From an optimization exercise on the open Yosys and OpenROAD flow, aimed at small area; shortcuts taken in it are not production practice. The RTL was checked by simulation tests, not by an equivalence proof against the original design. Power is estimated from default activity; no workload was simulated.

==> flow/design.v, too long to show whole: its modules and the start of the top module <==
// module bin_to_dec: 16 lines
// module edge_detector_n: 19 lines
// module edge_detector_p: 19 lines
// module button_cntr: 23 lines
// module clock_usec: 21 lines
// module clock_div_1000: 25 lines
// module clock_div_N: 27 lines
// module clock_usec_duty50: 21 lines
// module clock_div_10: 25 lines
// module clock_min: 18 lines
// module load_count_ud_N: 42 lines
// module clk_set: 9 lines
// module pwm_controller: 44 lines
// module btn_double_long: 110 lines
// module clap_controller: 105 lines
// module dht11: 160 lines
// module dht11_top_1: 27 lines
// module i2c_master: 146 lines
// module i2c_txt_lcd_top: 271 lines
// module fan_info: 205 lines
// module fan_controller: 88 lines
// module led_controller: 48 lines
// module servo_rotation: 61 lines
// module fan_timer: 71 lines
// module down_timer: 21 lines
// module clk_set_en: 35 lines
// module edge_detector_n_en: 17 lines
// module load_count_dn_en: 30 lines
// module ultra_sonic_controller: 81 lines
// module sr04_div58: 27 lines
// module buz: 263 lines
// module time_millis: 31 lines
// module buz_top: 921 lines
// module project_1: 119 lines
module project_1(
    input        clk, 
    input        reset_p,
    input  [3:0] btn,
    input        clap,
    input        echo,
    input        dht11_in,   
    output       dht11_drive_low,  
    output [7:0] led_bar,    
    output       trig,
    output       servo_pwm,
    output       pwm, 
    output       led,
    output       buz_clk,
    output       sda,
    output       scl    );
  // ...
==> flow/run.sh <==
#!/bin/bash
# synth_recipe.tcl (not shown) runs the flow's synth.tcl, then flattens the netlist and writes it again
# the make line also repeats each setting of config.mk as NAME=value (left out here)
make -C /OpenROAD-flow-scripts/flow DESIGN_CONFIG=/design/flow/config.mk WORK_HOME=/design/flow/orfs CLKGATE_MAP_FILE= SYNTH_SCRIPT=/design/flow/synth_recipe.tcl finish
==> flow/config.mk <==
export PLATFORM = sky130hd
export DESIGN_NAME = project_1
export DESIGN_NICKNAME = project_1
export VERILOG_FILES = /design/flow/design.v
export SDC_FILE = /design/flow/constraint.sdc
export NUM_CORES = 4
export LEC_CHECK = 0
export CAP_MARGIN = 20
export CORE_MARGIN = 2
export CORE_UTILIZATION = 40
export SLEW_MARGIN = 20
export SYNTH_MEMORY_MAX_BITS = 16384
==> flow/constraint.sdc <==
create_clock -name core_clock -period 20.0 [get_ports {clk}]
set_input_delay 4.0000 -clock core_clock [delete_from_list [all_inputs] [get_ports {clk}]]
set_output_delay 4.0000 -clock core_clock [all_outputs]
set_load 0.01 [all_outputs]
==> key figures, run 1 <==
Min path
  • Hold path cells: 0
  • Worst Hold Class: reg2reg
  • HP Start: clap_inst.clk_us.ed1.ff_cur$_DFF_NP0_
  • Worst Hold Path EP: clap_inst.clk_us.ed1.ff_old$_DFF_NP0_

Floorplanning
  • DIE AREA: 170000 µm²
  • Initial Util: 0.404
  • Die width: 413 µm

Clock tree
  • Max H-tree Level: 4
  • Sink Count: 1224
  • CTS clk-pin slew, worst paths: 0.05 ns
  • CTS resizes: 0

Worst setup path
  • Crit path launch type: input port
  • CP peak stage delay: 0.66 ns
  • CP required: 10.78 ns
  • R2R depth: 11
  • Internal reg-to-reg setup slack: 5.53 ns
  • Reg-to-Reg Start: lcd.str.cnt_us[2]$_DFFE_NP0P_
  • Worst Setup Path Type: in2async
  • Worst-path fanout max: 172
  • Critical path depth: 4

Timing
  • Worst slew pin tran: 1.13 ns
  • Clock skew: 0.0938 ns

Power
  • Pleak: 32.7 nW
  • Cell internal pwr: 4.08 mW
  • Net Sw Frac: 0.228
  • Comb pwr share: 0.035

Detailed routing
  • DR pass1 iterations: 6
  • Routed metal-1 wirelength: 79600 µm
  • Final ANT Viol Nets: 0

Placement
  • Placed Instances: 9294
  • Gp weighted congestion: 0.973
  • HPWL Detailed: 118000 µm

GRT
  • Met3 Use GR: 0.0276
  • Initial antenna violation count: 3

Finish
  • # fillers: 15800
  • Area Overhead vs Synth: 11.2%
  • Final Cell Area: 74300 µm²
  • Nets: 7517

Synthesis
  • XOR/XNOR Fraction of Synth Area: 0.0556
  • EDFF count, synth: 1
  • Ys async rst share: 0.999
  • Post-Synthesis Cells: 7218

Status
  • Outcome: finished clean
==> inputs of run 2 (changes only) <==
==> flow/design.v (replaced) <==
`timescale 1ns / 1ps
module dht11_rd(
    input  clk, reset_p,
    input  usec_n,
    input  dht11_in,
    output dht11_drive_low,
    output reg [7:0] humidity,
    output reg [7:0] temperature );
    localparam S_IDLE = 3'd0, S_LOW_18MS = 3'd1, S_HIGH_20US = 3'd2, S_LOW_80US = 3'd3,
               S_HIGH_80US = 3'd4, S_READ_DATA = 3'd5;
    reg [21:0] cnt;
    reg        cnt_e;
    always @(negedge clk, posedge reset_p) begin
        if (reset_p) cnt <= 0;
        else begin
            if (usec_n && cnt_e) cnt <= cnt + 1'b1;
            else if (!cnt_e) cnt <= 0;
        end
    end
    reg ff_cur, ff_old;
    always @(negedge clk, posedge reset_p) begin
        if (reset_p) begin
            ff_cur <= 0;
            ff_old <= 0;
        end
        else begin
            ff_old <= ff_cur;
            ff_cur <= dht11_in;
        end
    end
    wire d_pedge = ff_cur & ~ff_old;
    wire d_nedge = ~ff_cur & ff_old;
    reg [2:0] state;
    reg       rd_nedge;      
    reg [5:0] data_count;
    reg       buffer;
    reg [7:0] h_sh, t_sh;    
    assign dht11_drive_low = ~buffer;
    wire [5:0] o = data_count + 1'b1;
    wire bit_end = (state == S_READ_DATA) && rd_nedge && d_nedge;
    wire bit_bad = (cnt >= 22'd100);
    wire bit_val = (cnt >= 22'd50);
    wire load    = bit_end && (o == 6'd40);
    always @(posedge clk) begin
        if (bit_end) begin
            if (bit_bad) begin
                h_sh <= 0;
                t_sh <= 0;
            end
            else begin
                if (o >= 6'd1 && o <= 6'd8) h_sh <= {h_sh[6:0], bit_val};
                if (o >= 6'd17 && o <= 6'd24) t_sh <= {t_sh[6:0], bit_val};
            end
        end
    end
    always @(posedge clk, posedge reset_p) begin
        if (reset_p) begin
            cnt_e <= 0;
            state <= S_IDLE;
            buffer <= 1'b1;
            rd_nedge <= 0;
            data_count <= 0;
            humidity <= 0;
            temperature <= 0;
        end
        else begin
            case (state)
                S_IDLE: begin
                    if (cnt <= 22'd3000000) begin
                        cnt_e <= 1;
                        buffer <= 1;
                    end
                    else begin
                        state <= S_LOW_18MS;
                        cnt_e <= 0;
                    end
                end
                S_LOW_18MS: begin
                    if (cnt <= 22'd20000) begin
                        cnt_e <= 1;
                        buffer <= 0;
                    end
                    else begin
                        cnt_e <= 0;
                        state <= S_HIGH_20US;
                        buffer <= 1;
                    end
                end
                S_HIGH_20US: begin
                    if (d_nedge) begin
                        state <= S_LOW_80US;
                        cnt_e <= 0;
                    end
                    else if (cnt > 22'd20) begin
                        cnt_e <= 0;
                        state <= S_IDLE;
                    end
                    else cnt_e <= 1;
                end
                S_LOW_80US: begin
                    if (d_pedge) begin
                        state <= S_HIGH_80US;
                        cnt_e <= 0;
                    end
                    else if (cnt > 22'd100) begin
                        cnt_e <= 0;
                        state <= S_IDLE;
                    end
                    else cnt_e <= 1;
                end
                S_HIGH_80US: begin
                    if (d_nedge) begin
                        state <= S_READ_DATA;
                        cnt_e <= 0;
                    end
                    else if (cnt > 22'd100) begin
                        cnt_e <= 0;
                        state <= S_IDLE;
                    end
                    else cnt_e <= 1;
                end
                S_READ_DATA: begin
                    if (!rd_nedge) begin
                        if (d_pedge) begin
                            cnt_e <= 0;
                            rd_nedge <= 1;
                        end
                        else if (cnt > 22'd60) begin
                            cnt_e <= 0;
                            state <= S_IDLE;
                        end
                        else cnt_e <= 1;
                    end
                    else begin
                        if (d_nedge) begin
                            if (bit_bad) state <= S_IDLE;
                            cnt_e <= 0;
                            data_count <= o;
                            rd_nedge <= 0;
                        end
                        else cnt_e <= 1;
                    end
                    if (load) begin
                        data_count <= 0;
                        state <= S_IDLE;
                        humidity <= bit_bad ? 8'd0 : h_sh;
                        temperature <= bit_bad ? 8'd0 : t_sh;
                    end
                end
                default: state <= S_IDLE;
            endcase
        end
    end
endmodule
`timescale 1ns / 1ps
module lcd_ctrl (
    input  clk, reset_p,
    input  usec_p,
    input  usec_n,
    input  msec_n,
    input  [2:0]  fan_speed,         
    input         timer_off,
    input  [7:0]  humidity,
    input  [7:0]  temperature,
    input  [19:0] cur_time,
    output sda,
    output scl );
    reg [8:0] cnt_ms;
    reg       toggle_var;
    always @(negedge clk, posedge reset_p) begin
        if (reset_p) begin
            cnt_ms <= 0;
            toggle_var <= 0;
        end
        else if (msec_n) begin
            if (cnt_ms > 9'd500) begin
                toggle_var <= ~toggle_var;
                cnt_ms <= 0;
            end
            else cnt_ms <= cnt_ms + 1'b1;
        end
    end
    reg [15:0] f_cnt;
    reg        f_e;
    always @(negedge clk, posedge reset_p) begin
        if (reset_p) f_cnt <= 0;
        else if (f_e) begin
            if (usec_n) f_cnt <= f_cnt + 1'b1;
        end
        else f_cnt <= 0;
    end
    reg [1:0]  f_st;
    reg        send, send_d;
    reg [21:0] snap;         
    wire       init_flag;
    always @(posedge clk, posedge reset_p) begin
        if (reset_p) begin
            f_st <= 0;
            send <= 0;
            f_e <= 0;
        end
        else if (init_flag) begin
            if (f_cnt < 16'd50000) begin
                f_e <= 1;
                send <= 1;
            end
            else begin
                send <= 0;
                f_e <= 0;
                f_st <= f_st + 1'b1;
            end
        end
    end
    always @(posedge clk) begin
        if (init_flag) begin
            if (f_cnt < 16'd50000) begin
                if (!send && f_st == 2'd1) snap[19:4] <= {temperature, humidity};
                if (!send && f_st == 2'd3) snap <= {cur_time, timer_off ? ((fan_speed == 3'd0) ? 2'd0 : 2'd1) : 2'd2};
            end
            else if (f_st == 2'd0) snap[3:0] <= {fan_speed, toggle_var};
        end
    end
    always @(posedge clk, posedge reset_p) begin
        if (reset_p) send_d <= 0;
        else send_d <= send;
    end
    wire send_p = send & ~send_d;
    wire rs     = f_st[0];
    wire line   = f_st[1];
    reg [3:0] ci;                    
    reg [7:0] ch;
    reg [7:0] bcd_in;
    reg [7:0] bcd;
    reg [3:0] sp;
    integer k;
    always @* begin
        bcd_in = ci[2] ? snap[19:12] : snap[11:4];
        bcd = 0;
        for (k = 7; k >= 0; k = k - 1) begin
            if (bcd[3:0] > 4) bcd[3:0] = bcd[3:0] + 4'd3;
            if (bcd[7:4] > 4) bcd[7:4] = bcd[7:4] + 4'd3;
            bcd = {bcd[6:0], bcd_in[k]};
        end
        sp = {1'b0, snap[3:1]};
        ch = " ";
        if (!line) begin
            case (ci)
                4'd0, 4'd1, 4'd2, 4'd3, 4'd4, 4'd5, 4'd6:
                    ch = (ci < sp) ? ((ci[0] == snap[0]) ? "*" : "+") : " ";
                4'd7:  ch = " ";
                4'd8:  ch = {4'h3, bcd[7:4]};
                4'd9:  ch = {4'h3, bcd[3:0]};
                4'd10: ch = "%";
                4'd11: ch = " ";
                4'd12: ch = {4'h3, bcd[7:4]};
                4'd13: ch = {4'h3, bcd[3:0]};
                4'd14: ch = 8'b1101_1111;
                4'd15: ch = "C";
            endcase
        end
        else if (snap[1:0] == 2'd0) begin
            case (ci)
                4'd2:  ch = "W";
                4'd3:  ch = "A";
                4'd4:  ch = "!";
                4'd5:  ch = "!";
                4'd7:  ch = "S";
                4'd8:  ch = "A";
                4'd9:  ch = "N";
                4'd10: ch = "S";
                4'd11: ch = "!";
                4'd12: ch = "!";
                4'd13: ch = "!";
                default: ch = " ";
            endcase
        end
        else if (snap[1:0] == 2'd1) begin
            case (ci)
                4'd2:  ch = "F";
                4'd3:  ch = "A";
                4'd4:  ch = "N";
                4'd7:  ch = "R";
                4'd8:  ch = "U";
                4'd9:  ch = "N";
                4'd10: ch = "N";
                4'd11: ch = "I";
                4'd12: ch = "N";
                4'd13: ch = "G";
                default: ch = " ";
            endcase
        end
        else begin
            case (ci)
                4'd0:  ch = "R";
                4'd1:  ch = "U";
                4'd2:  ch = "N";
                4'd3:  ch = "N";
                4'd4:  ch = "I";
                4'd5:  ch = "N";
                4'd6:  ch = "G";
                4'd7:  ch = " ";
                4'd8:  ch = {4'h3, snap[21:18]};
                4'd9:  ch = "h";
                4'd10: ch = {4'h3, snap[17:14]};
                4'd11: ch = {4'h3, snap[13:10]};
                4'd12: ch = "m";
                4'd13: ch = {4'h3, snap[9:6]};
                4'd14: ch = {4'h3, snap[5:2]};
                4'd15: ch = "s";
            endcase
        end
    end
    reg [6:0] t_b;
    reg [8:0] t_a;
    reg       t_e;
    always @(negedge clk, posedge reset_p) begin
        if (reset_p) begin
            t_b <= 0;
            t_a <= 0;
        end
        else if (t_e) begin
            if (usec_n) begin
                if (t_b == 7'd100) begin
                    t_b <= 7'd1;
                    t_a <= t_a + 1'b1;
                end
                else t_b <= t_b + 1'b1;
            end
        end
        else begin
            t_b <= 0;
            t_a <= 0;
        end
    end
    localparam L_IDLE = 3'd0, L_WAIT = 3'd1, L_INIT = 3'd2, L_DATA = 3'd3, L_CMD = 3'd4;
    reg [2:0] l_st;
    reg [7:0] send_buffer;
    reg       send_e;
    reg       init_r;
    assign init_flag = init_r;
    reg       in_ld, in_se, in_sv, in_done;
    reg [7:0] in_buf;
    always @* begin
        in_ld = 0; in_se = 0; in_sv = 0; in_done = 0; in_buf = 8'h00;
        if (t_a < 9'd3) begin
            if (t_a == 9'd0) begin in_ld = 1; in_buf = 8'h30; end
            else begin in_se = 1; in_sv = (t_a == 9'd1); end
        end
        else if (t_a < 9'd45) begin in_ld = 1; in_buf = 8'h34; end
        else if (t_a < 9'd47) begin in_se = 1; in_sv = (t_a == 9'd45); end
        else if (t_a < 9'd48) begin in_ld = 1; in_buf = 8'h30; end
        else if (t_a < 9'd50) begin in_se = 1; in_sv = (t_a == 9'd48); end
        else if (t_a < 9'd90) begin in_ld = 1; in_buf = 8'h34; end
        else if (t_a < 9'd92) begin in_se = 1; in_sv = (t_a == 9'd90); end
        else if (t_a < 9'd93) begin in_ld = 1; in_buf = 8'h30; end
        else if (t_a < 9'd95) begin in_se = 1; in_sv = (t_a == 9'd93); end
        else if (t_a < 9'd140) begin in_ld = 1; in_buf = 8'h34; end
        else if (t_a < 9'd142) begin in_se = 1; in_sv = (t_a == 9'd140); end
        else if (t_a < 9'd143) begin in_ld = 1; in_buf = 8'h30; end
        else if (t_a < 9'd145) begin in_se = 1; in_sv = (t_a == 9'd143); end
        else if (t_a < 9'd180) begin in_ld = 1; in_buf = 8'h24; end
        else if (t_a < 9'd182) begin in_se = 1; in_sv = (t_a == 9'd180); end
        else if (t_a < 9'd185) begin
            if (t_a == 9'd182) begin in_ld = 1; in_buf = 8'h20; end
            else begin in_se = 1; in_sv = (t_a == 9'd183); end
        end
        else if (t_a < 9'd190) begin in_ld = 1; in_buf = 8'h24; end
        else if (t_a < 9'd192) begin in_se = 1; in_sv = (t_a == 9'd190); end
        else if (t_a < 9'd237) begin
            case (t_a)
                9'd192, 9'd195, 9'd198, 9'd201, 9'd204, 9'd207, 9'd210, 9'd213,
                9'd216, 9'd219, 9'd222, 9'd225, 9'd228, 9'd231, 9'd234: in_ld = 1;
                9'd193, 9'd196, 9'd199, 9'd202, 9'd205, 9'd208, 9'd211, 9'd214,
                9'd217, 9'd220, 9'd223, 9'd226, 9'd229, 9'd232, 9'd235: begin in_se = 1; in_sv = 1; end
                default: in_se = 1;
            endcase
            if      (t_a < 9'd195) in_buf = 8'h20;
            else if (t_a < 9'd198) in_buf = 8'h84;
            else if (t_a < 9'd201) in_buf = 8'h80;
            else if (t_a < 9'd204) in_buf = 8'h04;
            else if (t_a < 9'd207) in_buf = 8'h00;
            else if (t_a < 9'd210) in_buf = 8'hC4;
            else if (t_a < 9'd213) in_buf = 8'hC0;
            else if (t_a < 9'd216) in_buf = 8'h04;
            else if (t_a < 9'd219) in_buf = 8'h00;
            else if (t_a < 9'd222) in_buf = 8'h14;
            else if (t_a < 9'd225) in_buf = 8'h10;
            else if (t_a < 9'd228) in_buf = 8'h04;
            else if (t_a < 9'd231) in_buf = 8'h00;
            else if (t_a < 9'd234) in_buf = 8'h64;
            else                   in_buf = 8'h68;
        end
        else if (t_a < 9'd238) in_done = 1;
    end
    wire [3:0] nib = (l_st == L_DATA) ? (t_a < 9'd6 ? ch[7:4] : ch[3:0])
                                      : (t_a < 9'd6 ? (line ? 4'hC : 4'h8) : 4'h0);
    wire       en_bit = (t_a == 9'd0) || (t_a == 9'd6);
    always @(posedge clk, posedge reset_p) begin
        if (reset_p) begin
            ci <= 0;
            l_st <= L_IDLE;
            send_buffer <= 8'b0;
            send_e <= 1'b0;
            t_e <= 1'b0;
            init_r <= 1'b0;
        end
        else begin
            case (l_st)
                L_IDLE: begin
                    if (init_r) begin
                        if (send_p) l_st <= rs ? L_DATA : L_CMD;
                    end
                    else l_st <= L_WAIT;
                end
                L_WAIT: begin
                    if (t_a < 9'd400) t_e <= 1'b1;
                    else begin
                        l_st <= L_INIT;
                        t_e <= 1'b0;
                    end
                end
                L_INIT: begin
                    t_e <= 1'b1;
                    if (in_ld) send_buffer <= in_buf;
                    if (in_se) send_e <= in_sv;
                    if (in_done) begin
                        init_r <= 1'b1;
                        l_st <= L_IDLE;
                        t_e <= 1'b0;
                    end
                end
                default: begin       
                    t_e <= 1'b1;
                    if (t_a < 9'd12) begin
                        case (t_a)
                            9'd0, 9'd3, 9'd6, 9'd9:
                                send_buffer <= {nib, 1'b1, en_bit, 1'b0, (l_st == L_DATA)};
                            9'd1, 9'd4, 9'd7, 9'd10: send_e <= 1'b1;
                            default: send_e <= 1'b0;
                        endcase
                    end
                    else if (t_a < 9'd13) begin
                        t_e <= 1'b0;
                        if (l_st == L_DATA) begin
                            ci <= ci + 1'b1;
                            if (ci == 4'd15) l_st <= L_IDLE;
                        end
                        else l_st <= L_IDLE;
                    end
                end
            endcase
        end
    end
    i2c_tx i2c(.clk(clk), .reset_p(reset_p), .usec_p(usec_p), .data_in(send_buffer),
               .valid(send_e), .sda(sda), .scl(scl));
endmodule
module i2c_tx (
    input clk, reset_p,
    input usec_p,
    input [7:0] data_in,
    input valid,
    output reg sda,
    output reg scl );
    localparam [7:0] ADDR_RW = {7'h27, 1'b0};
    localparam S_IDLE = 3'd0, S_COMM_START = 3'd1, S_SEND_ADDR = 3'd2, S_RD_ACK = 3'd3,
               S_SEND_DATA = 3'd4, S_SCL_STOP = 3'd5, S_COMM_STOP = 3'd6;
    reg [2:0] cnt_usec_5;
    reg       scl_toggle_e;
    always @(posedge clk, posedge reset_p) begin
        if (reset_p) begin
            cnt_usec_5 <= 3'b000;
            scl <= 1'b1;
        end
        else if (scl_toggle_e) begin
            if (usec_p) begin
                if (cnt_usec_5 >= 3'd4) begin
                    cnt_usec_5 <= 0;
                    scl <= ~scl;
                end
                else cnt_usec_5 <= cnt_usec_5 + 1'b1;
            end
        end
        else begin
            cnt_usec_5 <= 3'b000;
            scl <= 1'b1;
        end
    end
    reg valid_d, scl_d;
    always @(posedge clk, posedge reset_p) begin
        if (reset_p) begin
            valid_d <= 0;
            scl_d <= 1'b0;
        end
        else begin
            valid_d <= valid;
            scl_d <= scl;
        end
    end
    wire valid_p = valid & ~valid_d;
    wire scl_p = scl & ~scl_d;
    wire scl_n = ~scl & scl_d;
    reg [2:0] state;
    reg [2:0] d_out_cnt;
    reg       done_flag;
    reg [1:0] cnt_stop;
    always @(posedge clk, posedge reset_p) begin
        if (reset_p) begin
            sda <= 1'b1;
            state <= S_IDLE;
            scl_toggle_e <= 1'b0;
            d_out_cnt <= 7;
            done_flag <= 1'b0;
            cnt_stop <= 0;
        end
        else begin
            case (state)
                S_IDLE: begin
                    if (valid_p) state <= S_COMM_START;
                    else d_out_cnt <= 7;
                end
                S_COMM_START: begin
                    sda <= 1'b0;
                    scl_toggle_e <= 1'b1;
                    state <= S_SEND_ADDR;
                end
                S_SEND_ADDR: begin
                    if (scl_n) sda <= ADDR_RW[d_out_cnt];
                    else if (scl_p) begin
                        if (d_out_cnt == 0) begin
                            d_out_cnt <= 7;
                            state <= S_RD_ACK;
                        end
                        else d_out_cnt <= d_out_cnt - 1'b1;
                    end
                end
                S_RD_ACK: begin
                    if (scl_n) sda <= 1'b1;
                    else if (scl_p) begin
                        state <= done_flag ? S_SCL_STOP : S_SEND_DATA;
                        done_flag <= 0;
                    end
                end
                S_SEND_DATA: begin
                    if (scl_n) sda <= data_in[d_out_cnt];
                    else if (scl_p) begin
                        if (d_out_cnt == 0) begin
                            d_out_cnt <= 7;
                            state <= S_RD_ACK;
                            done_flag <= 1;
                        end
                        else d_out_cnt <= d_out_cnt - 1'b1;
                    end
                end
                S_SCL_STOP: begin
                    if (scl_n) sda <= 1'b0;
                    else if (scl_p) begin
                        scl_toggle_e <= 1'b0;
                        state <= S_COMM_STOP;
                    end
                end
                S_COMM_STOP: begin
                    if (usec_p) begin
                        cnt_stop <= cnt_stop + 1'b1;
                        if (cnt_stop == 2'd3) begin
                            sda <= 1'b1;
                            cnt_stop <= 0;
                            state <= S_IDLE;
                        end
                    end
                end
                default: ;
            endcase
        end
    end
endmodule
module buz_rom(input [8:0] i, input [4:0] nc, output reg [4:0] tcode, output reg [10:0] dur, output reg [13:0] freq);
    always @* begin
        case (i)
            9'd2: tcode = 5'd4;
            9'd4: tcode = 5'd4;
            9'd6: tcode = 5'd12;
            9'd8: tcode = 5'd8;
            9'd10: tcode = 5'd7;
            9'd12: tcode = 5'd6;
            9'd14: tcode = 5'd5;
            9'd16: tcode = 5'd4;
            9'd18: tcode = 5'd5;
            9'd20: tcode = 5'd6;
            9'd22: tcode = 5'd3;
            9'd24: tcode = 5'd3;
            9'd30: tcode = 5'd12;
            9'd32: tcode = 5'd8;
            9'd34: tcode = 5'd7;
            9'd36: tcode = 5'd6;
            9'd38: tcode = 5'd5;
            9'd40: tcode = 5'd4;
            9'd42: tcode = 5'd5;
            9'd44: tcode = 5'd6;
            9'd46: tcode = 5'd2;
            9'd48: tcode = 5'd2;
            9'd50: tcode = 5'd12;
            9'd52: tcode = 5'd8;
            9'd54: tcode = 5'd7;
            9'd56: tcode = 5'd6;
            9'd58: tcode = 5'd5;
            9'd60: tcode = 5'd4;
            9'd62: tcode = 5'd5;
            9'd64: tcode = 5'd6;
            9'd70: tcode = 5'd1;
            9'd72: tcode = 5'd1;
            9'd74: tcode = 5'd12;
            9'd76: tcode = 5'd8;
            9'd78: tcode = 5'd7;
            9'd80: tcode = 5'd6;
            9'd82: tcode = 5'd5;
            9'd84: tcode = 5'd4;
            9'd86: tcode = 5'd5;
            9'd88: tcode = 5'd6;
            9'd90: tcode = 5'd12;
            9'd92: tcode = 5'd12;
            9'd94: tcode = 5'd19;
            9'd96: tcode = 5'd17;
            9'd98: tcode = 5'd16;
            9'd100: tcode = 5'd15;
            9'd102: tcode = 5'd14;
            9'd104: tcode = 5'd12;
            9'd106: tcode = 5'd14;
            9'd108: tcode = 5'd15;
            9'd110: tcode = 5'd11;
            9'd112: tcode = 5'd11;
            9'd114: tcode = 5'd19;
            9'd116: tcode = 5'd17;
            9'd118: tcode = 5'd16;
            9'd120: tcode = 5'd15;
            9'd122: tcode = 5'd14;
            9'd124: tcode = 5'd12;
            9'd126: tcode = 5'd14;
            9'd128: tcode = 5'd15;
            9'd130: tcode = 5'd10;
            9'd132: tcode = 5'd10;
            9'd134: tcode = 5'd19;
            9'd136: tcode = 5'd17;
            9'd138: tcode = 5'd16;
            9'd140: tcode = 5'd15;
            9'd142: tcode = 5'd14;
            9'd144: tcode = 5'd12;
            9'd146: tcode = 5'd14;
            9'd148: tcode = 5'd15;
            9'd150: tcode = 5'd9;
            9'd152: tcode = 5'd9;
            9'd154: tcode = 5'd19;
            9'd156: tcode = 5'd17;
            9'd158: tcode = 5'd16;
            9'd160: tcode = 5'd15;
            9'd162: tcode = 5'd14;
            9'd164: tcode = 5'd12;
            9'd166: tcode = 5'd14;
            9'd168: tcode = 5'd15;
            9'd170: tcode = 5'd12;
            9'd172: tcode = 5'd12;
            9'd174: tcode = 5'd19;
            9'd176: tcode = 5'd17;
            9'd178: tcode = 5'd16;
            9'd180: tcode = 5'd15;
            9'd182: tcode = 5'd14;
            9'd184: tcode = 5'd12;
            9'd186: tcode = 5'd14;
            9'd188: tcode = 5'd15;
            9'd190: tcode = 5'd11;
            9'd192: tcode = 5'd11;
            9'd194: tcode = 5'd19;
            9'd196: tcode = 5'd17;
            9'd198: tcode = 5'd16;
            9'd200: tcode = 5'd15;
            9'd202: tcode = 5'd14;
            9'd204: tcode = 5'd12;
            9'd206: tcode = 5'd14;
            9'd208: tcode = 5'd15;
            9'd210: tcode = 5'd10;
            9'd212: tcode = 5'd10;
            9'd214: tcode = 5'd19;
            9'd216: tcode = 5'd17;
            9'd218: tcode = 5'd16;
            9'd220: tcode = 5'd15;
            9'd222: tcode = 5'd14;
            9'd224: tcode = 5'd12;
            9'd226: tcode = 5'd14;
            9'd228: tcode = 5'd15;
            9'd230: tcode = 5'd9;
            9'd232: tcode = 5'd9;
            9'd234: tcode = 5'd19;
            9'd236: tcode = 5'd17;
            9'd238: tcode = 5'd16;
            9'd240: tcode = 5'd15;
            9'd242: tcode = 5'd14;
            9'd244: tcode = 5'd12;
            9'd246: tcode = 5'd14;
            9'd248: tcode = 5'd15;
            9'd250: tcode = 5'd14;
            9'd252: tcode = 5'd14;
            9'd254: tcode = 5'd14;
            9'd256: tcode = 5'd14;
            9'd258: tcode = 5'd14;
            9'd260: tcode = 5'd12;
            9'd262: tcode = 5'd12;
            9'd264: tcode = 5'd14;
            9'd266: tcode = 5'd14;
            9'd268: tcode = 5'd14;
            9'd270: tcode = 5'd15;
            9'd272: tcode = 5'd16;
            9'd274: tcode = 5'd15;
            9'd276: tcode = 5'd16;
            9'd278: tcode = 5'd15;
            9'd280: tcode = 5'd14;
            9'd282: tcode = 5'd12;
            9'd284: tcode = 5'd14;
            9'd286: tcode = 5'd15;
            9'd288: tcode = 5'd14;
            9'd290: tcode = 5'd14;
            9'd292: tcode = 5'd14;
            9'd294: tcode = 5'd15;
            9'd296: tcode = 5'd16;
            9'd298: tcode = 5'd17;
            9'd300: tcode = 5'd18;
            9'd302: tcode = 5'd17;
            9'd304: tcode = 5'd19;
            9'd306: tcode = 5'd19;
            9'd308: tcode = 5'd19;
            9'd310: tcode = 5'd17;
            9'd312: tcode = 5'd19;
            9'd314: tcode = 5'd18;
            9'd316: tcode = 5'd20;
            9'd318: tcode = 5'd17;
            9'd320: tcode = 5'd17;
            9'd322: tcode = 5'd17;
            9'd324: tcode = 5'd17;
            9'd326: tcode = 5'd17;
            9'd328: tcode = 5'd15;
            9'd330: tcode = 5'd15;
            9'd332: tcode = 5'd17;
            9'd334: tcode = 5'd17;
            9'd336: tcode = 5'd17;
            9'd338: tcode = 5'd17;
            9'd340: tcode = 5'd15;
            9'd342: tcode = 5'd17;
            9'd344: tcode = 5'd19;
            9'd346: tcode = 5'd17;
            9'd348: tcode = 5'd15;
            9'd350: tcode = 5'd19;
            9'd352: tcode = 5'd17;
            9'd354: tcode = 5'd15;
            9'd356: tcode = 5'd14;
            9'd358: tcode = 5'd18;
            9'd360: tcode = 5'd15;
            9'd362: tcode = 5'd14;
            9'd364: tcode = 5'd13;
            9'd366: tcode = 5'd9;
            9'd368: tcode = 5'd11;
            9'd370: tcode = 5'd12;
            9'd372: tcode = 5'd14;
            9'd374: tcode = 5'd18;
            default: tcode = 5'd0;
        endcase
        case (i)
            9'd0: dur = 11'd0;
            9'd1: dur = 11'd0;
            9'd2: dur = 11'd62;
            9'd3: dur = 11'd62;
            9'd4: dur = 11'd62;
            9'd5: dur = 11'd62;
            9'd6: dur = 11'd125;
            9'd7: dur = 11'd125;
            9'd8: dur = 11'd187;
            9'd9: dur = 11'd187;
            9'd10: dur = 11'd125;
            9'd11: dur = 11'd125;
            9'd12: dur = 11'd125;
            9'd13: dur = 11'd125;
            9'd14: dur = 11'd125;
            9'd15: dur = 11'd125;
            9'd16: dur = 11'd62;
            9'd17: dur = 11'd62;
            9'd18: dur = 11'd62;
            9'd19: dur = 11'd62;
            9'd20: dur = 11'd62;
            9'd21: dur = 11'd62;
            9'd22: dur = 11'd62;
            9'd23: dur = 11'd62;
            9'd24: dur = 11'd62;
            9'd25: dur = 11'd62;
            9'd26: dur = 11'd0;
            9'd27: dur = 11'd0;
            9'd28: dur = 11'd0;
            9'd29: dur = 11'd0;
            9'd30: dur = 11'd125;
            9'd31: dur = 11'd125;
            9'd32: dur = 11'd187;
            9'd33: dur = 11'd187;
            9'd34: dur = 11'd125;
            9'd35: dur = 11'd125;
            9'd36: dur = 11'd125;
            9'd37: dur = 11'd125;
            9'd38: dur = 11'd125;
            9'd39: dur = 11'd125;
            9'd40: dur = 11'd62;
            9'd41: dur = 11'd62;
            9'd42: dur = 11'd62;
            9'd43: dur = 11'd62;
            9'd44: dur = 11'd62;
            9'd45: dur = 11'd62;
            9'd46: dur = 11'd62;
            9'd47: dur = 11'd62;
            9'd48: dur = 11'd62;
            9'd49: dur = 11'd62;
            9'd50: dur = 11'd125;
            9'd51: dur = 11'd125;
            9'd52: dur = 11'd187;
            9'd53: dur = 11'd187;
            9'd54: dur = 11'd125;
            9'd55: dur = 11'd125;
            9'd56: dur = 11'd125;
            9'd57: dur = 11'd125;
            9'd58: dur = 11'd125;
            9'd59: dur = 11'd125;
            9'd60: dur = 11'd62;
            9'd61: dur = 11'd62;
            9'd62: dur = 11'd62;
            9'd63: dur = 11'd62;
            9'd64: dur = 11'd62;
            9'd65: dur = 11'd62;
            9'd66: dur = 11'd0;
            9'd67: dur = 11'd0;
            9'd68: dur = 11'd0;
            9'd69: dur = 11'd0;
            9'd70: dur = 11'd62;
            9'd71: dur = 11'd62;
            9'd72: dur = 11'd62;
            9'd73: dur = 11'd62;
            9'd74: dur = 11'd125;
            9'd75: dur = 11'd125;
            9'd76: dur = 11'd187;
            9'd77: dur = 11'd187;
            9'd78: dur = 11'd125;
            9'd79: dur = 11'd125;
            9'd80: dur = 11'd125;
            9'd81: dur = 11'd125;
            9'd82: dur = 11'd125;
            9'd83: dur = 11'd125;
            9'd84: dur = 11'd62;
            9'd85: dur = 11'd62;
            9'd86: dur = 11'd62;
            9'd87: dur = 11'd62;
            9'd88: dur = 11'd62;
            9'd89: dur = 11'd62;
            9'd90: dur = 11'd62;
            9'd91: dur = 11'd62;
            9'd92: dur = 11'd62;
            9'd93: dur = 11'd62;
            9'd94: dur = 11'd125;
            9'd95: dur = 11'd125;
            9'd96: dur = 11'd187;
            9'd97: dur = 11'd187;
            9'd98: dur = 11'd125;
            9'd99: dur = 11'd125;
            9'd100: dur = 11'd125;
            9'd101: dur = 11'd125;
            9'd102: dur = 11'd125;
            9'd103: dur = 11'd125;
            9'd104: dur = 11'd62;
            9'd105: dur = 11'd62;
            9'd106: dur = 11'd62;
            9'd107: dur = 11'd62;
            9'd108: dur = 11'd62;
            9'd109: dur = 11'd62;
            9'd110: dur = 11'd62;
            9'd111: dur = 11'd62;
            9'd112: dur = 11'd62;
            9'd113: dur = 11'd62;
            9'd114: dur = 11'd125;
            9'd115: dur = 11'd125;
            9'd116: dur = 11'd187;
            9'd117: dur = 11'd187;
            9'd118: dur = 11'd125;
            9'd119: dur = 11'd125;
            9'd120: dur = 11'd125;
            9'd121: dur = 11'd125;
            9'd122: dur = 11'd125;
            9'd123: dur = 11'd125;
            9'd124: dur = 11'd62;
            9'd125: dur = 11'd62;
            9'd126: dur = 11'd62;
            9'd127: dur = 11'd62;
            9'd128: dur = 11'd62;
            9'd129: dur = 11'd62;
            9'd130: dur = 11'd62;
            9'd131: dur = 11'd62;
            9'd132: dur = 11'd62;
            9'd133: dur = 11'd62;
            9'd134: dur = 11'd125;
            9'd135: dur = 11'd125;
            9'd136: dur = 11'd187;
            9'd137: dur = 11'd187;
            9'd138: dur = 11'd125;
            9'd139: dur = 11'd125;
            9'd140: dur = 11'd125;
            9'd141: dur = 11'd125;
            9'd142: dur = 11'd125;
            9'd143: dur = 11'd125;
            9'd144: dur = 11'd62;
            9'd145: dur = 11'd62;
            9'd146: dur = 11'd62;
            9'd147: dur = 11'd62;
            9'd148: dur = 11'd62;
            9'd149: dur = 11'd62;
            9'd150: dur = 11'd62;
            9'd151: dur = 11'd62;
            9'd152: dur = 11'd62;
            9'd153: dur = 11'd62;
            9'd154: dur = 11'd125;
            9'd155: dur = 11'd125;
            9'd156: dur = 11'd187;
            9'd157: dur = 11'd187;
            9'd158: dur = 11'd125;
            9'd159: dur = 11'd125;
            9'd160: dur = 11'd125;
            9'd161: dur = 11'd125;
            9'd162: dur = 11'd125;
            9'd163: dur = 11'd125;
            9'd164: dur = 11'd62;
            9'd165: dur = 11'd62;
            9'd166: dur = 11'd62;
            9'd167: dur = 11'd62;
            9'd168: dur = 11'd62;
            9'd169: dur = 11'd62;
            9'd170: dur = 11'd62;
            9'd171: dur = 11'd62;
            9'd172: dur = 11'd62;
            9'd173: dur = 11'd62;
            9'd174: dur = 11'd125;
            9'd175: dur = 11'd125;
            9'd176: dur = 11'd187;
            9'd177: dur = 11'd187;
            9'd178: dur = 11'd125;
            9'd179: dur = 11'd125;
            9'd180: dur = 11'd125;
            9'd181: dur = 11'd125;
            9'd182: dur = 11'd125;
            9'd183: dur = 11'd125;
            9'd184: dur = 11'd62;
            9'd185: dur = 11'd62;
            9'd186: dur = 11'd62;
            9'd187: dur = 11'd62;
            9'd188: dur = 11'd62;
            9'd189: dur = 11'd62;
            9'd190: dur = 11'd62;
            9'd191: dur = 11'd62;
            9'd192: dur = 11'd62;
            9'd193: dur = 11'd62;
            9'd194: dur = 11'd125;
            9'd195: dur = 11'd125;
            9'd196: dur = 11'd187;
            9'd197: dur = 11'd187;
            9'd198: dur = 11'd125;
            9'd199: dur = 11'd125;
            9'd200: dur = 11'd125;
            9'd201: dur = 11'd125;
            9'd202: dur = 11'd125;
            9'd203: dur = 11'd125;
            9'd204: dur = 11'd62;
            9'd205: dur = 11'd62;
            9'd206: dur = 11'd62;
            9'd207: dur = 11'd62;
            9'd208: dur = 11'd62;
            9'd209: dur = 11'd62;
            9'd210: dur = 11'd62;
            9'd211: dur = 11'd62;
            9'd212: dur = 11'd62;
            9'd213: dur = 11'd62;
            9'd214: dur = 11'd125;
            9'd215: dur = 11'd125;
            9'd216: dur = 11'd187;
            9'd217: dur = 11'd162;
            9'd218: dur = 11'd125;
            9'd219: dur = 11'd125;
            9'd220: dur = 11'd125;
            9'd221: dur = 11'd125;
            9'd222: dur = 11'd125;
            9'd223: dur = 11'd125;
            9'd224: dur = 11'd62;
            9'd225: dur = 11'd62;
            9'd226: dur = 11'd62;
            9'd227: dur = 11'd62;
            9'd228: dur = 11'd62;
            9'd229: dur = 11'd62;
            9'd230: dur = 11'd62;
            9'd231: dur = 11'd62;
            9'd232: dur = 11'd62;
            9'd233: dur = 11'd62;
            9'd234: dur = 11'd125;
            9'd235: dur = 11'd125;
            9'd236: dur = 11'd187;
            9'd237: dur = 11'd187;
            9'd238: dur = 11'd125;
            9'd239: dur = 11'd125;
            9'd240: dur = 11'd125;
            9'd241: dur = 11'd125;
            9'd242: dur = 11'd125;
            9'd243: dur = 11'd125;
            9'd244: dur = 11'd62;
            9'd245: dur = 11'd62;
            9'd246: dur = 11'd62;
            9'd247: dur = 11'd62;
            9'd248: dur = 11'd62;
            9'd249: dur = 11'd62;
            9'd250: dur = 11'd125;
            9'd251: dur = 11'd125;
            9'd252: dur = 11'd62;
            9'd253: dur = 11'd62;
            9'd254: dur = 11'd62;
            9'd255: dur = 11'd125;
            9'd256: dur = 11'd125;
            9'd257: dur = 11'd125;
            9'd258: dur = 11'd125;
            9'd259: dur = 11'd125;
            9'd260: dur = 11'd125;
            9'd261: dur = 11'd125;
            9'd262: dur = 11'd312;
            9'd263: dur = 11'd312;
            9'd264: dur = 11'd125;
            9'd265: dur = 11'd125;
            9'd266: dur = 11'd62;
            9'd267: dur = 11'd62;
            9'd268: dur = 11'd62;
            9'd269: dur = 11'd125;
            9'd270: dur = 11'd125;
            9'd271: dur = 11'd125;
            9'd272: dur = 11'd125;
            9'd273: dur = 11'd125;
            9'd274: dur = 11'd21;
            9'd275: dur = 11'd21;
            9'd276: dur = 11'd21;
            9'd277: dur = 11'd21;
            9'd278: dur = 11'd21;
            9'd279: dur = 11'd21;
            9'd280: dur = 11'd62;
            9'd281: dur = 11'd62;
            9'd282: dur = 11'd62;
            9'd283: dur = 11'd62;
            9'd284: dur = 11'd62;
            9'd285: dur = 11'd62;
            9'd286: dur = 11'd62;
            9'd287: dur = 11'd187;
            9'd288: dur = 11'd125;
            9'd289: dur = 11'd125;
            9'd290: dur = 11'd62;
            9'd291: dur = 11'd62;
            9'd292: dur = 11'd62;
            9'd293: dur = 11'd125;
            9'd294: dur = 11'd125;
            9'd295: dur = 11'd125;
            9'd296: dur = 11'd62;
            9'd297: dur = 11'd125;
            9'd298: dur = 11'd125;
            9'd299: dur = 11'd125;
            9'd300: dur = 11'd125;
            9'd301: dur = 11'd125;
            9'd302: dur = 11'd187;
            9'd303: dur = 11'd187;
            9'd304: dur = 11'd125;
            9'd305: dur = 11'd125;
            9'd306: dur = 11'd125;
            9'd307: dur = 11'd125;
            9'd308: dur = 11'd62;
            9'd309: dur = 11'd62;
            9'd310: dur = 11'd62;
            9'd311: dur = 11'd62;
            9'd312: dur = 11'd62;
            9'd313: dur = 11'd62;
            9'd314: dur = 11'd312;
            9'd315: dur = 11'd312;
            9'd316: dur = 11'd250;
            9'd317: dur = 11'd250;
            9'd318: dur = 11'd125;
            9'd319: dur = 11'd125;
            9'd320: dur = 11'd62;
            9'd321: dur = 11'd62;
            9'd322: dur = 11'd62;
            9'd323: dur = 11'd125;
            9'd324: dur = 11'd125;
            9'd325: dur = 11'd125;
            9'd326: dur = 11'd125;
            9'd327: dur = 11'd125;
            9'd328: dur = 11'd125;
            9'd329: dur = 11'd125;
            9'd330: dur = 11'd312;
            9'd331: dur = 11'd312;
            9'd332: dur = 11'd125;
            9'd333: dur = 11'd125;
            9'd334: dur = 11'd62;
            9'd335: dur = 11'd62;
            9'd336: dur = 11'd62;
            9'd337: dur = 11'd125;
            9'd338: dur = 11'd125;
            9'd339: dur = 11'd125;
            9'd340: dur = 11'd62;
            9'd341: dur = 11'd125;
            9'd342: dur = 11'd125;
            9'd343: dur = 11'd125;
            9'd344: dur = 11'd62;
            9'd345: dur = 11'd125;
            9'd346: dur = 11'd62;
            9'd347: dur = 11'd62;
            9'd348: dur = 11'd125;
            9'd349: dur = 11'd125;
            9'd350: dur = 11'd125;
            9'd351: dur = 11'd125;
            9'd352: dur = 11'd125;
            9'd353: dur = 11'd125;
            9'd354: dur = 11'd125;
            9'd355: dur = 11'd125;
            9'd356: dur = 11'd125;
            9'd357: dur = 11'd125;
            9'd358: dur = 11'd125;
            9'd359: dur = 11'd125;
            9'd360: dur = 11'd125;
            9'd361: dur = 11'd125;
            9'd362: dur = 11'd125;
            9'd363: dur = 11'd125;
            9'd364: dur = 11'd125;
            9'd365: dur = 11'd125;
            9'd366: dur = 11'd125;
            9'd367: dur = 11'd125;
            9'd368: dur = 11'd62;
            9'd369: dur = 11'd62;
            9'd370: dur = 11'd62;
            9'd371: dur = 11'd125;
            9'd372: dur = 11'd125;
            9'd373: dur = 11'd125;
            9'd374: dur = 11'd562;
            9'd375: dur = 11'd1062;
            default: dur = 11'd0;
        endcase
        case (nc)
            5'd0: freq = 14'd1;
            5'd1: freq = 14'd233;
            5'd2: freq = 14'd247;
            5'd3: freq = 14'd262;
            5'd4: freq = 14'd294;
            5'd5: freq = 14'd349;
            5'd6: freq = 14'd392;
            5'd7: freq = 14'd415;
            5'd8: freq = 14'd440;
            5'd9: freq = 14'd466;
            5'd10: freq = 14'd494;
            5'd11: freq = 14'd523;
            5'd12: freq = 14'd587;
            5'd13: freq = 14'd659;
            5'd14: freq = 14'd698;
            5'd15: freq = 14'd784;
            5'd16: freq = 14'd831;
            5'd17: freq = 14'd880;
            5'd18: freq = 14'd1047;
            5'd19: freq = 14'd1175;
            5'd20: freq = 14'd1568;
            default: freq = 14'd1;
        endcase
    end
endmodule
`timescale 1us / 1ns
module project_1(
    input        clk,
    input        reset_p,
    input  [3:0] btn,
    input        clap,
    input        echo,
    input        dht11_in,
    output       dht11_drive_low,
    output [7:0] led_bar,
    output       trig,
    output       servo_pwm,
    output       pwm,
    output       led,
    output       buz_clk,
    output       sda,
    output       scl    );
    reg [10:0] tb_m;
    reg [1:0]  tb_q;
    reg        tb_f;
    always @(posedge clk, posedge reset_p) begin
        if (reset_p) begin
            tb_m <= 0;
            tb_q <= 0;
            tb_f <= 0;
        end
        else begin
            if (tb_m == 11'd1999) begin
                tb_m <= 0;
                tb_q <= tb_q + 1'b1;
            end
            else tb_m <= tb_m + 1'b1;
            if (tb_m == 11'd3) tb_f <= 1'b1;
        end
    end
    wire usec_p  = ~tb_m[0] & (tb_f | tb_m[1]);
    wire usec_n  =  tb_m[0] & (tb_f | tb_m[1]);
    wire msec_p  = (tb_m == 11'd1) & tb_f;
    wire msec_n  = (tb_m == 11'd2) & tb_f;
    wire ms4_p   = (tb_m == 11'd2) & (tb_q == 2'd0) & tb_f;
    reg [16:0] tb_g;
    always @(posedge clk, posedge reset_p) begin
        if (reset_p) tb_g <= 0;
        else tb_g <= tb_g + 1'b1;
    end
    wire smp = (tb_g == 17'h10000);
    wire [3:0] b_single, b_double, b_long;
    btn_dl b0(.clk(clk), .reset_p(reset_p), .smp(smp), .usec_n(usec_n), .btn(btn[0]),
              .single(b_single[0]), .double(b_double[0]), .long(b_long[0]));
    btn_dl b1(.clk(clk), .reset_p(reset_p), .smp(smp), .usec_n(usec_n), .btn(btn[1]),
              .single(b_single[1]), .double(b_double[1]), .long(b_long[1]));
    btn_dl b3(.clk(clk), .reset_p(reset_p), .smp(smp), .usec_n(usec_n), .btn(btn[3]),
              .single(b_single[3]), .double(b_double[3]), .long(b_long[3]));
    reg clp_cur, clp_old;
    always @(negedge clk, posedge reset_p) begin
        if (reset_p) begin
            clp_cur <= 0;
            clp_old <= 0;
        end
        else begin
            clp_old <= clp_cur;
            clp_cur <= clap;
        end
    end
    wire clap_p = clp_cur & ~clp_old;
    reg [18:0] cc_cnt;
    reg        cc_e;
    always @(negedge clk, posedge reset_p) begin
        if (reset_p) cc_cnt <= 0;
        else if (cc_e) begin
            if (usec_n) cc_cnt <= cc_cnt + 1'b1;
        end
        else cc_cnt <= 0;
    end
    localparam C_WF = 3'd0, C_DF = 3'd1, C_WS = 3'd2, C_DS = 3'd3, C_SO = 3'd4, C_DO = 3'd5;
    reg [2:0] cc_st;
    reg       clap_single, clap_double;
    always @(posedge clk, posedge reset_p) begin
        if (reset_p) begin
            cc_st <= C_WF;
            cc_e <= 0;
            clap_single <= 0;
            clap_double <= 0;
        end
        else begin
            case (cc_st)
                C_WF: begin
                    if (clap_p) cc_st <= C_DF;
                    else begin
                        clap_single <= 0;
                        clap_double <= 0;
                    end
                end
                C_DF: begin
                    if (cc_cnt < 19'd80000) cc_e <= 1;
                    else begin
                        cc_e <= 0;
                        cc_st <= C_WS;
                    end
                end
                C_WS: begin
                    if (cc_cnt < 19'd500000) begin
                        cc_e <= 1;
                        if (clap_p) begin
                            cc_e <= 0;
                            cc_st <= C_DS;
                        end
                    end
                    else begin
                        cc_e <= 0;
                        cc_st <= C_SO;
                    end
                end
                C_DS: begin
                    if (cc_cnt < 19'd80000) cc_e <= 1;
                    else begin
                        cc_e <= 0;
                        cc_st <= C_DO;
                    end
                end
                C_SO: begin
                    clap_single <= 1;
                    cc_st <= C_WF;
                end
                C_DO: begin
                    clap_double <= 1;
                    cc_st <= C_WF;
                end
                default: ;
            endcase
        end
    end
    reg [19:0] us_cnt;
    reg        us_e;
    always @(negedge clk, posedge reset_p) begin
        if (reset_p) us_cnt <= 0;
        else begin
            if (usec_n && us_e) us_cnt <= us_cnt + 1'b1;
            else if (!us_e) us_cnt <= 0;
        end
    end
    reg ec_cur, ec_old;
    always @(negedge clk, posedge reset_p) begin
        if (reset_p) begin
            ec_cur <= 0;
            ec_old <= 0;
        end
        else begin
            ec_old <= ec_cur;
            ec_cur <= echo;
        end
    end
    wire echo_p = ec_cur & ~ec_old;
    wire echo_n = ~ec_cur & ec_old;
    reg [5:0]  us_c58;
    reg [11:0] us_cm;
    reg        us_cnte;
    always @(posedge clk, posedge reset_p) begin
        if (reset_p) begin
            us_c58 <= 0;
            us_cm <= 0;
        end
        else if (us_cnte) begin
            if (usec_p) begin
                if (us_c58 == 6'd57) begin
                    us_c58 <= 0;
                    us_cm <= us_cm + 1'b1;
                end
                else us_c58 <= us_c58 + 1'b1;
            end
        end
        else begin
            us_c58 <= 0;
            us_cm <= 0;
        end
    end
    reg [1:0] us_st;
    reg       us_trig, us_near, sencer;
    always @(posedge clk, posedge reset_p) begin
        if (reset_p) begin
            us_st <= 0;
            us_e <= 0;
            us_trig <= 0;
            us_cnte <= 0;
            us_near <= 1;
            sencer <= 0;
        end
        else begin
            sencer <= us_near;
            case (us_st)
                2'd0: begin
                    if (us_cnt < 20'd1000000) us_e <= 1;
                    else begin
                        us_st <= 2'd1;
                        us_e <= 0;
                    end
                end
                2'd1: begin
                    if (us_cnt <= 20'd10) begin
                        us_e <= 1;
                        us_trig <= 1;
                    end
                    else begin
                        us_e <= 0;
                        us_st <= 2'd2;
                        us_trig <= 0;
                    end
                end
                2'd2: begin
                    if (echo_p) us_cnte <= 1;
                    else if (echo_n) begin
                        us_st <= 2'd0;
                        us_near <= (us_cm < 12'd5);
                        us_cnte <= 0;
                    end
                end
                default: us_st <= 2'd0;
            endcase
        end
    end
    assign trig = us_trig;
    assign led_bar = {7'b0, sencer};
    reg t_deb, t_deb_d;
    always @(posedge clk, posedge reset_p) begin
        if (reset_p) begin
            t_deb <= 0;
            t_deb_d <= 0;
        end
        else begin
            if (smp) t_deb <= btn[2];
            t_deb_d <= t_deb;
        end
    end
    wire t_bp = t_deb & ~t_deb_d;
    wire t_bn = ~t_deb & t_deb_d;
    wire run_e;
    reg [1:0] t_st, t_st_d;      
    always @(posedge clk, posedge reset_p) begin
        if (reset_p) begin
            t_st <= 0;
            t_st_d <= 0;
        end
        else begin
            t_st_d <= t_st;
            if (run_e) begin
                if (t_bp) t_st <= t_st + 1'b1;
            end
            else t_st <= 0;
        end
    end
    wire       t_en  = (t_st_d != 2'd0);
    wire [2:0] t_set = (t_st_d == 2'd1) ? 3'd1 : (t_st_d == 2'd2) ? 3'd3 : 3'd5;
    reg [20:0] t_tb;
    always @(posedge clk, posedge reset_p) begin
        if (reset_p) t_tb <= 0;
        else if (t_en) begin
            if (t_tb == 21'd2000002) t_tb <= 21'd3;
            else t_tb <= t_tb + 1'b1;
        end
    end
    wire t_sec = (t_tb == 21'd2000002);
    wire [3:0] d_s1, d_m1, d_h;
    wire [2:0] d_s10, d_m10;
    wire uf_s1, uf_s10, uf_m1, uf_m10;
    dn_digit #(10, 4) g_s1 (.clk(clk), .reset_p(reset_p), .en(t_en), .dn(t_sec),  .load(t_bn), .setv(4'd0),
                            .digit(d_s1),  .uf(uf_s1));
    dn_digit #(6, 3)  g_s10(.clk(clk), .reset_p(reset_p), .en(t_en), .dn(uf_s1),  .load(t_bn), .setv(t_set),
                            .digit(d_s10), .uf(uf_s10));
    dn_digit #(10, 4) g_m1 (.clk(clk), .reset_p(reset_p), .en(t_en), .dn(uf_s10), .load(t_bn), .setv(4'd0),
                            .digit(d_m1),  .uf(uf_m1));
    dn_digit #(6, 3)  g_m10(.clk(clk), .reset_p(reset_p), .en(t_en), .dn(uf_m1),  .load(t_bn), .setv(3'd0),
                            .digit(d_m10), .uf(uf_m10));
    dn_digit #(10, 4) g_h  (.clk(clk), .reset_p(reset_p), .en(t_en), .dn(uf_m10), .load(t_bn), .setv(4'd0),
                            .digit(d_h),   .uf());
    reg alarm, alarm_d;
    always @(posedge clk, posedge reset_p) begin
        if (reset_p) begin
            alarm <= 0;
            alarm_d <= 0;
        end
        else begin
            alarm <= ({d_h, d_m10, d_m1, d_s10, d_s1} == 18'd0);
            alarm_d <= alarm;
        end
    end
    wire timeout_pedge = alarm & ~alarm_d;
    wire set_idle = b_long[0] | clap_double | sencer;
    wire wind_inc = b_single[0] | clap_single;
    reg [2:0] f_st, f_st_d;
    always @(posedge clk, posedge reset_p) begin
        if (reset_p) begin
            f_st <= 0;
            f_st_d <= 0;
        end
        else begin
            f_st_d <= f_st;
            if (!timeout_pedge && !set_idle) begin
                if (b_double[0]) f_st <= f_st - 1'b1;
                else if (wind_inc) f_st <= f_st + 1'b1;
            end
            else f_st <= 0;
        end
    end
    assign run_e = (f_st_d != 3'd0);
    reg f_pwm;
    wire [11:0] f_x = tb_g[12:1];
    always @(posedge clk, posedge reset_p) begin
        if (reset_p) f_pwm <= 0;
        else if (!tb_g[0]) f_pwm <= (f_st_d != 3'd0) && (f_x != 12'd0) && (f_x[11:9] <= f_st_d);
    end
    assign pwm = f_pwm;
    reg [1:0] l_st;
    always @(posedge clk, posedge reset_p) begin
        if (reset_p) l_st <= 0;
        else if (b_single[1]) l_st <= l_st + 1'b1;
        else if (b_long[1]) l_st <= 0;
    end
    wire [6:0] l_duty = (l_st == 2'd0) ? 7'd0 : (l_st == 2'd1) ? 7'd13 : (l_st == 2'd2) ? 7'd38 : 7'd64;
    reg [5:0] l_c;
    reg [8:0] l_d;       
    reg       l_pwm;
    always @(posedge clk, posedge reset_p) begin
        if (reset_p) begin
            l_c <= 0;
            l_d <= 0;
            l_pwm <= 0;
        end
        else begin
            if (l_c == 6'd38) l_c <= 0;
            else l_c <= l_c + 1'b1;
            if (l_c == 6'd0) begin
                l_d <= l_d + 1'b1;
                l_pwm <= (l_d != 9'd0) && (l_d <= {2'b0, l_duty});
            end
        end
    end
    assign led = l_pwm;
    reg [11:0] sv_duty;
    reg        sv_dir, sv_on;
    reg [11:0] sv_v;
    reg        sv_dv;
    always @(posedge clk, posedge reset_p) begin
        if (reset_p) begin
            sv_duty <= 12'd317;
            sv_dir <= 1'b1;
            sv_on <= 1'b0;
        end
        else begin
            if (b_single[3]) sv_on <= ~sv_on;
            else if (b_double[3]) sv_dir <= ~sv_dir;
            else if (sv_on && (f_st != 3'd0) && ms4_p) begin
                sv_v = sv_dir ? sv_duty + 1'b1 : sv_duty - 1'b1;
                sv_dv = sv_dir;
                if (sv_v <= 12'd113) sv_dv = ~sv_dir;
                else if (sv_v >= 12'd521) sv_dv = ~sv_dir;
                sv_duty <= sv_v;
                sv_dir <= sv_dv;
            end
        end
    end
    reg [3:0]  sv_c;
    reg [11:0] sv_d;     
    reg        sv_pwm;
    always @(posedge clk, posedge reset_p) begin
        if (reset_p) begin
            sv_c <= 0;
            sv_d <= 0;
            sv_pwm <= 0;
        end
        else begin
            if (sv_c == 4'd8) sv_c <= 0;
            else sv_c <= sv_c + 1'b1;
            if (sv_c == 4'd0) begin
                sv_d <= sv_d + 1'b1;
                sv_pwm <= (sv_d != 12'd0) && (sv_d <= sv_duty);
            end
        end
    end
    assign servo_pwm = sv_pwm;
    reg buz_on;
    always @(posedge clk, posedge reset_p) begin
        if (reset_p) buz_on <= 0;
        else begin
            if (timeout_pedge) buz_on <= 1;
            if (btn != 4'd0 || clap) buz_on <= 0;
        end
    end
    buzzer bz(.clk(clk), .reset_p(reset_p), .smp(smp), .usec_p(usec_p), .msec_p(msec_p),
              .buz_on(buz_on), .buz_clk(buz_clk));
    wire [7:0] humidity, temperature;
    dht11_rd dht(.clk(clk), .reset_p(reset_p), .usec_n(usec_n), .dht11_in(dht11_in),
                 .dht11_drive_low(dht11_drive_low), .humidity(humidity), .temperature(temperature));
    lcd_ctrl lcd(.clk(clk), .reset_p(reset_p), .usec_p(usec_p), .usec_n(usec_n), .msec_n(msec_n),
                 .fan_speed(f_st), .timer_off(t_st == 2'd0),
                 .humidity(humidity), .temperature(temperature),
                 .cur_time({d_h, 1'b0, d_m10, d_m1, 1'b0, d_s10, d_s1}),
                 .sda(sda), .scl(scl));
endmodule
module btn_dl (
    input  clk, reset_p,
    input  smp,
    input  usec_n,
    input  btn,
    output single,
    output double,
    output long );
    reg deb, deb_d;
    always @(posedge clk, posedge reset_p) begin
        if (reset_p) begin
            deb <= 0;
            deb_d <= 0;
        end
        else begin
            if (smp) deb <= btn;
            deb_d <= deb;
        end
    end
    wire btn_p = deb & ~deb_d;
    wire btn_n = ~deb & deb_d;
    reg [19:0] cnt;
    reg        cnt_e;
    always @(negedge clk, posedge reset_p) begin
        if (reset_p) cnt <= 0;
        else if (cnt_e) begin
            if (usec_n) cnt <= cnt + 1'b1;
        end
        else cnt <= 0;
    end
    localparam W0 = 4'd0, TR = 4'd1, W2 = 4'd2, SO = 4'd3, LO = 4'd4, DO = 4'd5,
               WS = 4'd6, WL = 4'd7, WD = 4'd8;
    reg [3:0] st;
    always @(posedge clk, posedge reset_p) begin
        if (reset_p) begin
            st <= W0;
            cnt_e <= 0;
        end
        else begin
            case (st)
                TR: begin
                    if (cnt < 20'd700000) begin
                        if (btn_n) begin
                            cnt_e <= 0;
                            st <= W2;
                        end
                    end
                    else begin
                        cnt_e <= 0;
                        st <= LO;
                    end
                end
                W2: begin
                    if (cnt < 20'd100000) begin
                        cnt_e <= 1;
                        if (btn_p) begin
                            cnt_e <= 0;
                            st <= DO;
                        end
                    end
                    else begin
                        cnt_e <= 0;
                        st <= SO;
                    end
                end
                SO: st <= WS;
                LO: st <= WL;
                DO: st <= WD;
                default: begin
                    if (btn_p) begin
                        cnt_e <= 1;
                        st <= TR;
                    end
                    else st <= W0;
                end
            endcase
        end
    end
    assign single = (st == WS);
    assign long   = (st == WL);
    assign double = (st == WD);
endmodule
module dn_digit #(
    parameter N = 10,
    parameter W = 4 )(
    input clk, reset_p,
    input en,
    input dn,
    input load,
    input [W-1:0] setv,
    output reg [W-1:0] digit,
    output reg uf );
    always @(posedge clk, posedge reset_p) begin
        if (reset_p) begin
            digit <= 0;
            uf <= 0;
        end
        else if (en) begin
            if (load) digit <= setv;
            else if (dn) begin
                if (digit == 0) begin
                    digit <= N - 1;
                    uf <= 1;
                end
                else digit <= digit - 1'b1;
            end
            else uf <= 0;
        end
    end
endmodule
module buzzer (
    input  clk, reset_p,
    input  smp,
    input  usec_p,
    input  msec_p,
    input  buz_on,
    output reg buz_clk );
    reg deb, deb_d;
    always @(posedge clk, posedge reset_p) begin
        if (reset_p) begin
            deb <= 0;
            deb_d <= 0;
        end
        else begin
            if (smp) deb <= buz_on;
            deb_d <= deb;
        end
    end
    wire on_p = deb & ~deb_d;
    wire on_n = ~deb & deb_d;
    reg  [8:0]  i;
    reg  [4:0]  nc;          
    wire [4:0]  tcode;
    wire [10:0] dur;
    wire [13:0] freq;
    buz_rom rom(.i(i), .nc(nc), .tcode(tcode), .dur(dur), .freq(freq));
    reg [10:0] el;
    reg        el_n, z_m, z_l;
    reg        timer_en, buz_stop;
    wire adv = el_n | (el >= dur);
    always @(posedge clk, posedge reset_p) begin
        if (reset_p) begin
            el <= 0;
            el_n <= 0;
            z_m <= 1;
            z_l <= 1;
            i <= 0;
            nc <= 0;
            timer_en <= 0;
            buz_stop <= 0;
        end
        else begin
            nc <= tcode;
            if (timer_en) begin
                z_m <= z_m & ~msec_p;
                if (adv) el <= {10'd0, msec_p};
                else el <= el + msec_p;
                el_n <= 0;
            end
            else begin
                z_m <= 1;
                el <= 0;
                el_n <= adv ? ~z_m : ~z_l;
            end
            if (adv) begin
                z_l <= z_m;
                i <= i + 1'b1;
                if (i == 9'd374) begin
                    i <= 0;
                    timer_en <= 0;
                    buz_stop <= 1;
                end
            end
            if (on_p) begin
                timer_en <= 1;
                buz_stop <= 0;
            end
            else if (on_n) begin
                timer_en <= 0;
                i <= 0;
                buz_stop <= 1;
            end
        end
    end
    reg [18:0] fcnt;
    always @(posedge clk, posedge reset_p) begin
        if (reset_p) begin
            buz_clk <= 0;
            fcnt <= 0;
        end
        else if (!buz_stop && usec_p) begin
            fcnt <= fcnt + freq;
            if (fcnt > 19'd500000) begin
                fcnt <= 0;
                buz_clk <= ~buz_clk;
            end
        end
    end
endmodule
==> run 2 against run 1 <==
Net effect: clock skew down 0.043 ns; cell count down 49%; largest cell class unchanged; total power down 58%; sequential share of layout area down 4.9 points; still clean; sequential cell count down 708; wire length down 56%; worst setup slack better by 0.29 ns; first-iteration DRC count down 43%; sequential power down 58%; clock power down 58%; final area down 51%; non-clock buffer count down 64; critical path type unchanged.
==> key figures, run 2 <==
Floorplanning
  • I/O Pins: 25
  • DIE AREA: 85300 µm² (-50%)
  • Core Region: 82100 µm²
  • Initial Util: 0.404 (about the same)
  • Die width: 292 µm (-29%)
  • Die H: 292 µm
  • Num rows: 105

Finish
  • Final core utilization: 0.440
  • Area Overhead vs Synth: 8.78%
  • Commonest non-fill, non-tap cell in the layout: nand2_1
  • Share of cells above drive strength 1: 0.0542
  • Most frequent cells in the layout: nand2_1, nor2_1, o21ai_0
  • Finished Layout Cells: 4873
  • Final Cell Area: 36100 µm² (-51%)
  • ANT cells: 0
  • Nets: 3936 (-48%)

Power
  • Maximum vdd ir drop: 0.0696 mV
  • Power Density: 61.7 nW/µm²
  • Pleak: 15.3 nW (-53%)

Timing
  • Max_slew headroom: 0.335
  • Worst slew pin tran: 0.997 ns (-0.137 ns)
  • Final WS setup: 4.77 ns
  • Clock skew: 0.0512 ns (-0.0426 ns)
  • Slew Limit Fails: 0
  • Final setup fails: 0
  • RSZ-0062 raised after global routing: false
  • Final-report hold violation count: 0

Synthesis
  • Synth top cells by count: nand2_1, nor2_1, o21ai_0
  • Ys async rst share: 0.926 (-0.0728)
  • Synth area leaders: dfrtp_1, dfrtn_1, ha_1
  • Mapped cell area: 33200 µm²
  • Avg Cell Area, Syn: 8.61 µm²
  • EDFF count, synth: 38 (+37)
  • Yosys top cell by area: dfrtp_1
  • Area share of the largest cell type after synthesis: 0.221
  • Yosys warnings: 9
  • Post-Synthesis Cells: 3855 (-47%)
  • Netlist cell types: 88
  • Top-count cell post-synth: nand2_1
  • FF+latch count, synth: 516
  • Primary FF master, synth: dfrtp_1
  • Sequential-to-total area share from yosys stat: 0.395

Worst setup path
  • CP required: 10.79 ns (about the same)
  • Worst path cell trace: clkdlybuf4s50_1 -> clkinvlp_4 -> buf_12 -> buf_4
  • Crit path launch type: input port
  • Worst Setup Path Type: in2async
  • Crit path DAT: 6.03 ns
  • Worst-path fanout max: 157 (-8.7%)
  • CP peak stage delay: 0.58 ns (-0.08 ns)
  • Max stage delay cell, worst path: buf_12
  • Critical path capture point type: async pin
  • R2R depth: 11 (unchanged)

Clock tree
  • CTS resizes: 0 (unchanged)
  • Total CTS buffers: 56
  • CTS tree: built
  • Worst-skew pair later-pin latency: 0.63 ns
  • Hold_buf cts: 0
  • Post-CTS setup buffer count: 0
  • Sink Count: 516 (-58%)
  • CTS root buffer: clkbuf_16
  • Max H-tree Level: 2 (-2)
  • CTS clk-pin slew, worst paths: 0.04 ns (about the same)
  • Clock Tree Buf Depth: 3

Detailed routing
  • Post-Route WL: 75100 µm
  • Final ANT Viol Nets: 0 (unchanged)
  • DR WL/cell: 15.4 µm
  • DRC Markers: 0
  • DR vias/cell: 5.52
  • Total number of vias: 26900
  • DR iter-0 viols: 2489
  • DR pass1 iterations: 8 (+2)

Placement
  • Placed Instances: 4767 (-49%)
  • Gp weighted congestion: 0.912 (-6.3%)
  • # port buffers: 17
  • Post-Place Worst Slack: 3.95 ns
  • HPWL Detailed: 50400 µm (-57%)
  • Placed Area: 34200 µm²

GRT
  • First-pass GRT wire length: 127000 µm
  • Gr ovfl total: 0
  • Number of global-route vias before repair: 25100
  • Largest net degree at the start of global routing: 170
  • Initial antenna violation count: 0 (-3)
  • Gr usage total: 0.173

Status
  • Outcome: finished clean

Min path
  • Hold path cells: 0 (unchanged)
  • Worst Hold Class: reg2reg

Run
  • Max-cap violations: 0
==> run 2: changes by cell type after synthesis, sizes merged, moves of 115 or more <==
cell and change:
a21oi -115, clkbuf -124, dfrtn -145, dfrtp -579, nand2 -391, nor2 -220
o21ai -240, xnor2 -124
==> run 2: final timing paths <==
path                                   startpoint                        endpoint  slack [ns]
max                                       reset_p       lcd.f_cnt[10]$_DFFE_NP0P_        4.77
min                             clp_cur$_DFF_NP0_               clp_old$_DFF_NP0_        0.34
max reg2reg                lcd.t_a[1]$_DFFE_NP0P_  lcd.send_buffer[7]$_DFFE_PP0P_        5.72
min reg2reg                     clp_cur$_DFF_NP0_               clp_old$_DFF_NP0_        0.34
max in group core_clock    lcd.t_a[1]$_DFFE_NP0P_  lcd.send_buffer[7]$_DFFE_PP0P_        5.72
min in group asynchronous                 reset_p  lcd.send_buffer[0]$_DFFE_PP0P_        3.78
==> run 2: cell families after synthesis <==
logic type | synth area share
xor+xnor | 0.0681
other cells | 0.000113
fa+ha+maj | 0.0661
compound gates | 0.185
mux | 0.0281
flops | 0.395
simple gates | 0.214
buf+inv | 0.0431
==> run 2: where the power goes <==
| group | internal, mW | switching, mW |
|---|---|---|
| clock | 0.621 | 0.443 |
| sequential | 1.07 | 0.0186 |
| combinational | 0.0268 | 0.0472 |
| total | 1.72 | 0.509 |
==> run 2: final cells by class <==
| class | instances | area [µm²] |
|---|---|---|
| Sequential cell | 516 | 13100 |
| Clock inverter | 31 | 307 |
| Fill cell | 7950 | 46000 |
| Tap cell | 1070 | 1340 |
| Multi-Input combinational cell | 2976 | 18700 |
| Clock buffer | 75 | 1620 |
| Inverter | 161 | 608 |
| Timing Repair Buffer | 44 | 410 |
==> run 2: worst max-delay path, delay by kind of cell <==
kind	cells	cell delay (ns)
buffers and inverters	4	1.91
==> run 2: per-layer routing <==
layer,global-route usage,up-vias,wire [µm]
met5,0,-,0
met4,0.0355,0,1150
met3,0.0249,113,3750
met2,0.266,605,32700
met1,0.259,12700,37500
li1,-,13500,-
==> run 2: stage by stage <==
stage	TNS [ns]	hold WS (ns)	power (mW)
final	0	0.342	2.23
after global placement	0	0.353	1.19
after global routing	0	0.357	2.32
after CTS	0	0.350	2.27
after detailed placement	0	0.352	1.19
after floorplan	-42.73	0.315	1.16
